Context: an optimization exercise on an open-source flow, tuned for small area. The choices shown serve that exercise and are no tape-out recipe.
At most, simulation tests tie the RTL to the original design; equivalence was not proved.
Power figures rest on the tool's default switching activity, not on a simulated workload.

==> job 4324 <==
==> flow/design.v <==
`timescale 1ns / 1ps
module DriverRGB(input sysclk,
    input [31:0] red,
    input [31:0] green,
    input [31:0] blue,
    input [31:0] red2,
    input [31:0] green2,
    input [31:0] blue2,
    input [2:0] linesel,
    input rst,
    input send,
    input enable,
    output R1, G1, B1, R2, G2, B2,
    output reg [2:0] linesel_out,
    output reg data_clk,
    output reg regclk_out,
    output reg output_en,
    output ready
    );
    reg [31:0] wr, wg, wb, wr2, wg2, wb2;
    reg [2:0]  lin;
    reg [4:0]  bitcounter;    
    reg        b;
    reg        rdy;
    assign ready = rdy;
    wire st_idle    = rdy & (output_en | ~b);
    wire st_clkout  = ~data_clk & ~output_en & (~rdy | b);
    wire st_rega    = ~rdy & output_en & ~regclk_out & ~b;
    wire st_fin     = ~rdy & output_en & b;
    wire last       = &bitcounter;
    wire inv        = ~data_clk & ~regclk_out & ~(rdy & output_en & b);
    wire ld = st_idle & ~rst;
    wire sh = data_clk & ~last & ~rst;
    wire fl = ~st_idle & ~(data_clk & ~last) & ~rst;
    wire [31:0] nr, ng, nb, nr2, ng2, nb2;
    DriverRGB_sel3 s_r [30:0] (.a(red[30:0]), .sa(ld), .b(wr[31:1]), .sb(sh), .c(wr[30:0]), .sc(fl), .y(nr[30:0]));
    DriverRGB_sel2 s_r_31 (.a(red[31]), .sa(ld), .c(wr[31]), .sc(fl), .y(nr[31]));
    DriverRGB_sel3 s_g [30:0] (.a(green[30:0]), .sa(ld), .b(wg[31:1]), .sb(sh), .c(wg[30:0]), .sc(fl), .y(ng[30:0]));
    DriverRGB_sel2 s_g_31 (.a(green[31]), .sa(ld), .c(wg[31]), .sc(fl), .y(ng[31]));
    DriverRGB_sel3 s_b [30:0] (.a(blue[30:0]), .sa(ld), .b(wb[31:1]), .sb(sh), .c(wb[30:0]), .sc(fl), .y(nb[30:0]));
    DriverRGB_sel2 s_b_31 (.a(blue[31]), .sa(ld), .c(wb[31]), .sc(fl), .y(nb[31]));
    DriverRGB_sel3 s_r2 [30:0] (.a(red2[30:0]), .sa(ld), .b(wr2[31:1]), .sb(sh), .c(wr2[30:0]), .sc(fl), .y(nr2[30:0]));
    DriverRGB_sel2 s_r2_31 (.a(red2[31]), .sa(ld), .c(wr2[31]), .sc(fl), .y(nr2[31]));
    DriverRGB_sel3 s_g2 [30:0] (.a(green2[30:0]), .sa(ld), .b(wg2[31:1]), .sb(sh), .c(wg2[30:0]), .sc(fl), .y(ng2[30:0]));
    DriverRGB_sel2 s_g2_31 (.a(green2[31]), .sa(ld), .c(wg2[31]), .sc(fl), .y(ng2[31]));
    DriverRGB_sel3 s_b2 [30:0] (.a(blue2[30:0]), .sa(ld), .b(wb2[31:1]), .sb(sh), .c(wb2[30:0]), .sc(fl), .y(nb2[30:0]));
    DriverRGB_sel2 s_b2_31 (.a(blue2[31]), .sa(ld), .c(wb2[31]), .sc(fl), .y(nb2[31]));
    always @(posedge sysclk) begin
        wr <= nr; wg <= ng; wb <= nb; wr2 <= nr2; wg2 <= ng2; wb2 <= nb2;
        lin <= ~((linesel & {3{st_idle}}) | (lin & {3{~st_idle}}));
    end
    assign R1 = wr[0]  ^ inv;
    assign G1 = wg[0]  ^ inv;
    assign B1 = wb[0]  ^ inv;
    assign R2 = wr2[0] ^ inv;
    assign G2 = wg2[0] ^ inv;
    assign B2 = wb2[0] ^ inv;
    always @(posedge sysclk) begin
        if (rst) begin
            data_clk <= 0; regclk_out <= 0; output_en <= 1; rdy <= 1; b <= 0;
            linesel_out <= 0; bitcounter <= 0;
        end else begin
            data_clk   <= st_clkout;
            regclk_out <= st_rega;
            output_en  <= (output_en & ~rdy) | (data_clk & last);
            if (st_clkout) rdy <= 0;
            if (st_fin) rdy <= 1;
            b          <= (st_idle & send) | regclk_out | st_fin;
            bitcounter <= bitcounter + data_clk;
            if (st_rega)
                linesel_out <= ~lin;    
        end
    end
endmodule
module DriverRGB_sel3(input a, input sa, input b, input sb, input c, input sc, output y);
    assign y = ~((a & sa) | (b & sb) | (c & sc));
endmodule
module DriverRGB_sel2(input a, input sa, input c, input sc, output y);
    assign y = ~((a & sa) | (c & sc));
endmodule
==> flow/flow/run.sh <==
#!/bin/bash
set -euo pipefail
bash standard.sh "BUFFER_PORTS_ARGS=-buffer_cell sky130_fd_sc_hd__buf_1" \
  "CTS_ARGS=-sink_clustering_enable -repair_clock_nets -buf_list sky130_fd_sc_hd__clkbuf_8 -sink_clustering_size 16 -sink_clustering_max_diameter 50 -dont_use_dummy_load" \
  finish > orfs_make.log 2>&1
==> flow/standard.sh <==
#!/bin/bash
# synth_recipe.tcl (not shown) runs the flow's synth.tcl, then flattens the netlist and writes it again
# the make line also repeats each setting of config.mk as NAME=value (left out here)
make -C /OpenROAD-flow-scripts/flow DESIGN_CONFIG=/design/flow/config.mk WORK_HOME=/design/flow/orfs CLKGATE_MAP_FILE= SYNTH_SCRIPT=/design/flow/synth_recipe.tcl "${@:-finish}"
==> flow/config.mk <==
export PLATFORM = sky130hd
export DESIGN_NAME = DriverRGB
export DESIGN_NICKNAME = DriverRGB
export VERILOG_FILES = /design/flow/design.v
export SDC_FILE = /design/flow/constraint.sdc
export NUM_CORES = 4
export LEC_CHECK = 0
export CAP_MARGIN = 20
export CORE_MARGIN = 2
export CORE_UTILIZATION = 40
export SLEW_MARGIN = 20
export SYNTH_HIERARCHICAL = 1
export SYNTH_MINIMUM_KEEP_SIZE = 0
==> flow/constraint.sdc <==
create_clock -name core_clock -period 10.0 [get_ports {sysclk}]
set_input_delay 2.0000 -clock core_clock [delete_from_list [all_inputs] [get_ports {sysclk}]]
set_output_delay 2.0000 -clock core_clock [all_outputs]
set_load 0.01 [all_outputs]
==> job 9629 (differences from job 4324) <==
==> flow/design.v, changed modules only <==
module DriverRGB(input sysclk,
    input [31:0] red,
    input [31:0] green,
    input [31:0] blue,
    input [31:0] red2,
    input [31:0] green2,
    input [31:0] blue2,
    input [2:0] linesel,
    input rst,
    input send,
    input enable,
    output R1, G1, B1, R2, G2, B2,
    output reg [2:0] linesel_out,
    output reg data_clk,
    output reg regclk_out,
    output reg output_en,
    output reg ready
    );
    reg [31:0] wr, wg, wb, wr2, wg2, wb2;
    reg [2:0]  lin;
    reg        pol;
    reg [4:0]  bitcounter;
    reg        b;    
    wire st_idle    = ready & ~b;
    wire st_clkout  = (ready & b) | (~ready & ~output_en & ~data_clk);
    wire st_nextbit = data_clk;
    wire st_rega    = ~ready & output_en & ~regclk_out & ~b;
    wire st_regb    = regclk_out;
    wire st_fin     = ~ready & output_en & b;
    wire last       = &bitcounter;
    wire ld = st_idle & ~rst;
    wire sh = st_nextbit & ~last & ~rst;
    wire fl = ~st_idle & ~(st_nextbit & ~last) & ~rst;
    always @(posedge sysclk) begin
        wr  <= ~((red    & {32{ld}}) | ({1'b0, wr[31:1]}  & {32{sh}}) | (wr  & {32{fl}}));
        wg  <= ~((green  & {32{ld}}) | ({1'b0, wg[31:1]}  & {32{sh}}) | (wg  & {32{fl}}));
        wb  <= ~((blue   & {32{ld}}) | ({1'b0, wb[31:1]}  & {32{sh}}) | (wb  & {32{fl}}));
        wr2 <= ~((red2   & {32{ld}}) | ({1'b0, wr2[31:1]} & {32{sh}}) | (wr2 & {32{fl}}));
        wg2 <= ~((green2 & {32{ld}}) | ({1'b0, wg2[31:1]} & {32{sh}}) | (wg2 & {32{fl}}));
        wb2 <= ~((blue2  & {32{ld}}) | ({1'b0, wb2[31:1]} & {32{sh}}) | (wb2 & {32{fl}}));
        lin <= ~((linesel & {3{ld}}) | (lin & {3{~ld & ~rst}}));
        pol <= ~(pol & ~ld & ~rst);
    end
    assign R1 = wr[0]  ^ pol;
    assign G1 = wg[0]  ^ pol;
    assign B1 = wb[0]  ^ pol;
    assign R2 = wr2[0] ^ pol;
    assign G2 = wg2[0] ^ pol;
    assign B2 = wb2[0] ^ pol;
    always @(posedge sysclk) begin
        if (rst) begin
            data_clk <= 0; regclk_out <= 0; output_en <= 1; ready <= 1; b <= 0;
            linesel_out <= 0; bitcounter <= 0;
        end else begin
            if (st_idle) begin
                data_clk <= 0; regclk_out <= 0; output_en <= 0; ready <= 1; b <= send;
                bitcounter <= 0;
            end
            if (st_clkout) begin
                data_clk <= 1; ready <= 0; b <= 0;
            end
            if (st_nextbit) begin
                data_clk <= 0;
                if (!last) bitcounter <= bitcounter + 1'b1;
                else output_en <= 1;
            end
            if (st_rega) begin
                regclk_out <= 1;
                linesel_out <= ~lin;    
            end
            if (st_regb) begin
                regclk_out <= 0; b <= 1;
            end
            if (st_fin) begin
                ready <= 1; b <= 0;
            end
        end
    end
endmodule
// module DriverRGB_sel3 removed
// module DriverRGB_sel2 removed
==> flow/flow/run.sh (replaced) <==
#!/bin/bash
# Standard ORFS layout, but with the smallest buffer on each port.
set -euo pipefail
bash standard.sh "BUFFER_PORTS_ARGS=-buffer_cell sky130_fd_sc_hd__buf_1" finish > orfs_make.log 2>&1
- SYNTH_HIERARCHICAL: 1 -> default
- SYNTH_MINIMUM_KEEP_SIZE: 0 -> default
==> job 9589 (differences from job 4324) <==
==> flow/design.v, changed modules only <==
module DriverRGB(input sysclk,
    input [31:0] red,
    input [31:0] green,
    input [31:0] blue,
    input [31:0] red2,
    input [31:0] green2,
    input [31:0] blue2,
    input [2:0] linesel,
    input rst,
    input send,
    input enable,
    output R1, G1, B1, R2, G2, B2,
    output reg [2:0] linesel_out,
    output reg data_clk,
    output reg regclk_out,
    output reg output_en,
    output ready
    );
    reg [31:0] wr, wg, wb, wr2, wg2, wb2;
    reg [2:0]  lin;
    reg [4:0]  bitcounter;    
    reg        b;
    reg        rdy;
    assign ready = rdy;
    wire st_idle    = rdy & (output_en | ~b);
    wire st_clkout  = ~data_clk & ~output_en & (~rdy | b);
    wire st_rega    = ~rdy & output_en & ~regclk_out & ~b;
    wire st_fin     = ~rdy & output_en & b;
    wire last       = &bitcounter;
    wire ld = st_idle & ~rst;
    wire sh = data_clk & ~last & ~rst;
    wire fl = ~st_idle & ~(data_clk & ~last) & ~rst;
    wire [31:0] nr, ng, nb, nr2, ng2, nb2;
    DriverRGB_sel3 s_r [30:1] (.a(red[30:1]), .sa(ld), .b(wr[31:2]), .sb(sh), .c(wr[30:1]), .sc(fl), .y(nr[30:1]));
    DriverRGB_sel3p s_r_0 (.a(red[0]), .sa(ld), .b(wr[1]), .sb(sh), .c(wr[0]), .sc(fl), .y(nr[0]));
    DriverRGB_sel2 s_r_31 (.a(red[31]), .sa(ld), .c(wr[31]), .sc(fl), .y(nr[31]));
    DriverRGB_sel3 s_g [30:1] (.a(green[30:1]), .sa(ld), .b(wg[31:2]), .sb(sh), .c(wg[30:1]), .sc(fl), .y(ng[30:1]));
    DriverRGB_sel3p s_g_0 (.a(green[0]), .sa(ld), .b(wg[1]), .sb(sh), .c(wg[0]), .sc(fl), .y(ng[0]));
    DriverRGB_sel2 s_g_31 (.a(green[31]), .sa(ld), .c(wg[31]), .sc(fl), .y(ng[31]));
    DriverRGB_sel3 s_b [30:1] (.a(blue[30:1]), .sa(ld), .b(wb[31:2]), .sb(sh), .c(wb[30:1]), .sc(fl), .y(nb[30:1]));
    DriverRGB_sel3p s_b_0 (.a(blue[0]), .sa(ld), .b(wb[1]), .sb(sh), .c(wb[0]), .sc(fl), .y(nb[0]));
    DriverRGB_sel2 s_b_31 (.a(blue[31]), .sa(ld), .c(wb[31]), .sc(fl), .y(nb[31]));
    DriverRGB_sel3 s_r2 [30:1] (.a(red2[30:1]), .sa(ld), .b(wr2[31:2]), .sb(sh), .c(wr2[30:1]), .sc(fl), .y(nr2[30:1]));
    DriverRGB_sel3p s_r2_0 (.a(red2[0]), .sa(ld), .b(wr2[1]), .sb(sh), .c(wr2[0]), .sc(fl), .y(nr2[0]));
    DriverRGB_sel2 s_r2_31 (.a(red2[31]), .sa(ld), .c(wr2[31]), .sc(fl), .y(nr2[31]));
    DriverRGB_sel3 s_g2 [30:1] (.a(green2[30:1]), .sa(ld), .b(wg2[31:2]), .sb(sh), .c(wg2[30:1]), .sc(fl), .y(ng2[30:1]));
    DriverRGB_sel3p s_g2_0 (.a(green2[0]), .sa(ld), .b(wg2[1]), .sb(sh), .c(wg2[0]), .sc(fl), .y(ng2[0]));
    DriverRGB_sel2 s_g2_31 (.a(green2[31]), .sa(ld), .c(wg2[31]), .sc(fl), .y(ng2[31]));
    DriverRGB_sel3 s_b2 [30:1] (.a(blue2[30:1]), .sa(ld), .b(wb2[31:2]), .sb(sh), .c(wb2[30:1]), .sc(fl), .y(nb2[30:1]));
    DriverRGB_sel3p s_b2_0 (.a(blue2[0]), .sa(ld), .b(wb2[1]), .sb(sh), .c(wb2[0]), .sc(fl), .y(nb2[0]));
    DriverRGB_sel2 s_b2_31 (.a(blue2[31]), .sa(ld), .c(wb2[31]), .sc(fl), .y(nb2[31]));
    always @(posedge sysclk) begin
        wr <= nr; wg <= ng; wb <= nb; wr2 <= nr2; wg2 <= ng2; wb2 <= nb2;
        lin <= ~((linesel & {3{st_idle}}) | (lin & {3{~st_idle}}));
    end
    assign R1 = wr[0];
    assign G1 = wg[0];
    assign B1 = wb[0];
    assign R2 = wr2[0];
    assign G2 = wg2[0];
    assign B2 = wb2[0];
    always @(posedge sysclk) begin
        if (rst) begin
            data_clk <= 0; regclk_out <= 0; output_en <= 1; rdy <= 1; b <= 0;
            linesel_out <= 0; bitcounter <= 0;
        end else begin
            data_clk   <= st_clkout;
            regclk_out <= st_rega;
            output_en  <= (output_en & ~rdy) | (data_clk & last);
            if (st_clkout) rdy <= 0;
            if (st_fin) rdy <= 1;
            b          <= (st_idle & send) | regclk_out | st_fin;
            bitcounter <= bitcounter + data_clk;
            if (st_rega)
                linesel_out <= ~lin;    
        end
    end
endmodule
module DriverRGB_sel3p(input a, input sa, input b, input sb, input c, input sc, output y);
    assign y = (a & sa) | (b & sb) | (c & sc);
endmodule
==> flow/flow/run.sh (replaced) <==
#!/bin/bash
set -euo pipefail
bash standard.sh "BUFFER_PORTS_ARGS=-buffer_cell sky130_fd_sc_hd__buf_1" \
  "CTS_ARGS=-sink_clustering_enable -repair_clock_nets -buf_list sky130_fd_sc_hd__clkbuf_4 -sink_clustering_size 10 -sink_clustering_max_diameter 40 -dont_use_dummy_load" \
  finish > orfs_make.log 2>&1
==> notes <==
Job 9629 completed without violations. Job 4324 ran to the end with no violations. Job 9589 ran to the end with no violations. Against job 4324, the utilization of job 9589 is lower by 0.69 points. First-iteration DRC count, lowest first: job 4324, job 9589, job 9629. Clock skew: job 9629 < job 4324 < job 9589. Worst hold slack: job 9629 > job 4324 > job 9589. Against job 4324, the critical path depth of job 9629 is higher by 1.
==> figures <==
| metric | job 4324 | job 9589 | job 9629 |
|---|---|---|---|
| Status | complete, no violations | complete, no violations | complete, no violations |
| Final critical-path share of the clock period | 0.412 | 0.403 | 0.446 |
| Smallest setup slack after layout | 5880 ps | 5970 ps | 5540 ps |
| Combined flip-flop and latch cell area | 4160 sq um | 4160 sq um | 4180 sq um |
| Leakage | 2.66 nW | 2.66 nW | 2.93 nW |
| Clock Root Buffer | clkbuf_8 | clkbuf_4 | clkbuf_16 |
| Die area | 17200 sq um | 17100 sq um | 18100 sq um |
| Cells after DPL | 880 | 879 | 898 |
| TritonRoute pass-1 iters | 20 | 19 | 13 |
| Mean Syn Cell Area | 14.4 sq um | 14.3 sq um | 12.9 sq um |
| Fraction of power consumed by combinational cells | 0.121 | 0.118 | 0.110 |
| Post-synthesis xor/xnor area fraction | 0.0122 | 0.00410 | 0.00770 |
Function not checked in job 9629: the RTL went through the layout flow alone.

==> port drivers added, routing unchanged <==
In the flow no input, the clock included, has a driving cell. The finished layouts below were timed again as built, in two steps.
Step 1 (the two cells are an assumption about what drives the block):
set clk [get_ports {sysclk}]
set_driving_cell -lib_cell sky130_fd_sc_hd__clkbuf_16 $clk
set_driving_cell -lib_cell sky130_fd_sc_hd__buf_2 [delete_from_list [all_inputs] $clk]
Step 2 also shifts input and output timing later by t, the mid clock arrival at the registers, as if the neighbouring blocks saw the same clock.
Slacks: no drivers / after step 1 / after step 2; pairs: no drivers / after step 1.
| run | t, ns | setup WS [ns] | slew at the worst register clock pin (ns) |
|---|---|---|---|
| job 4324 | 0.519 | 5.879 / 5.889 / 5.370 | 0.09 / 0.09 |
| job 9629 | 0.524 | 5.535 / 5.543 / 5.019 | 0.06 / 0.06 |
| job 9589 | 0.631 | 5.973 / 5.986 / 5.354 | 0.11 / 0.11 |
After both steps setup and hold are still met in every run listed. For job 9589, which loses most, drivers alone change the setup slack by +0.013 ns; drivers and shift together by -0.619 ns.
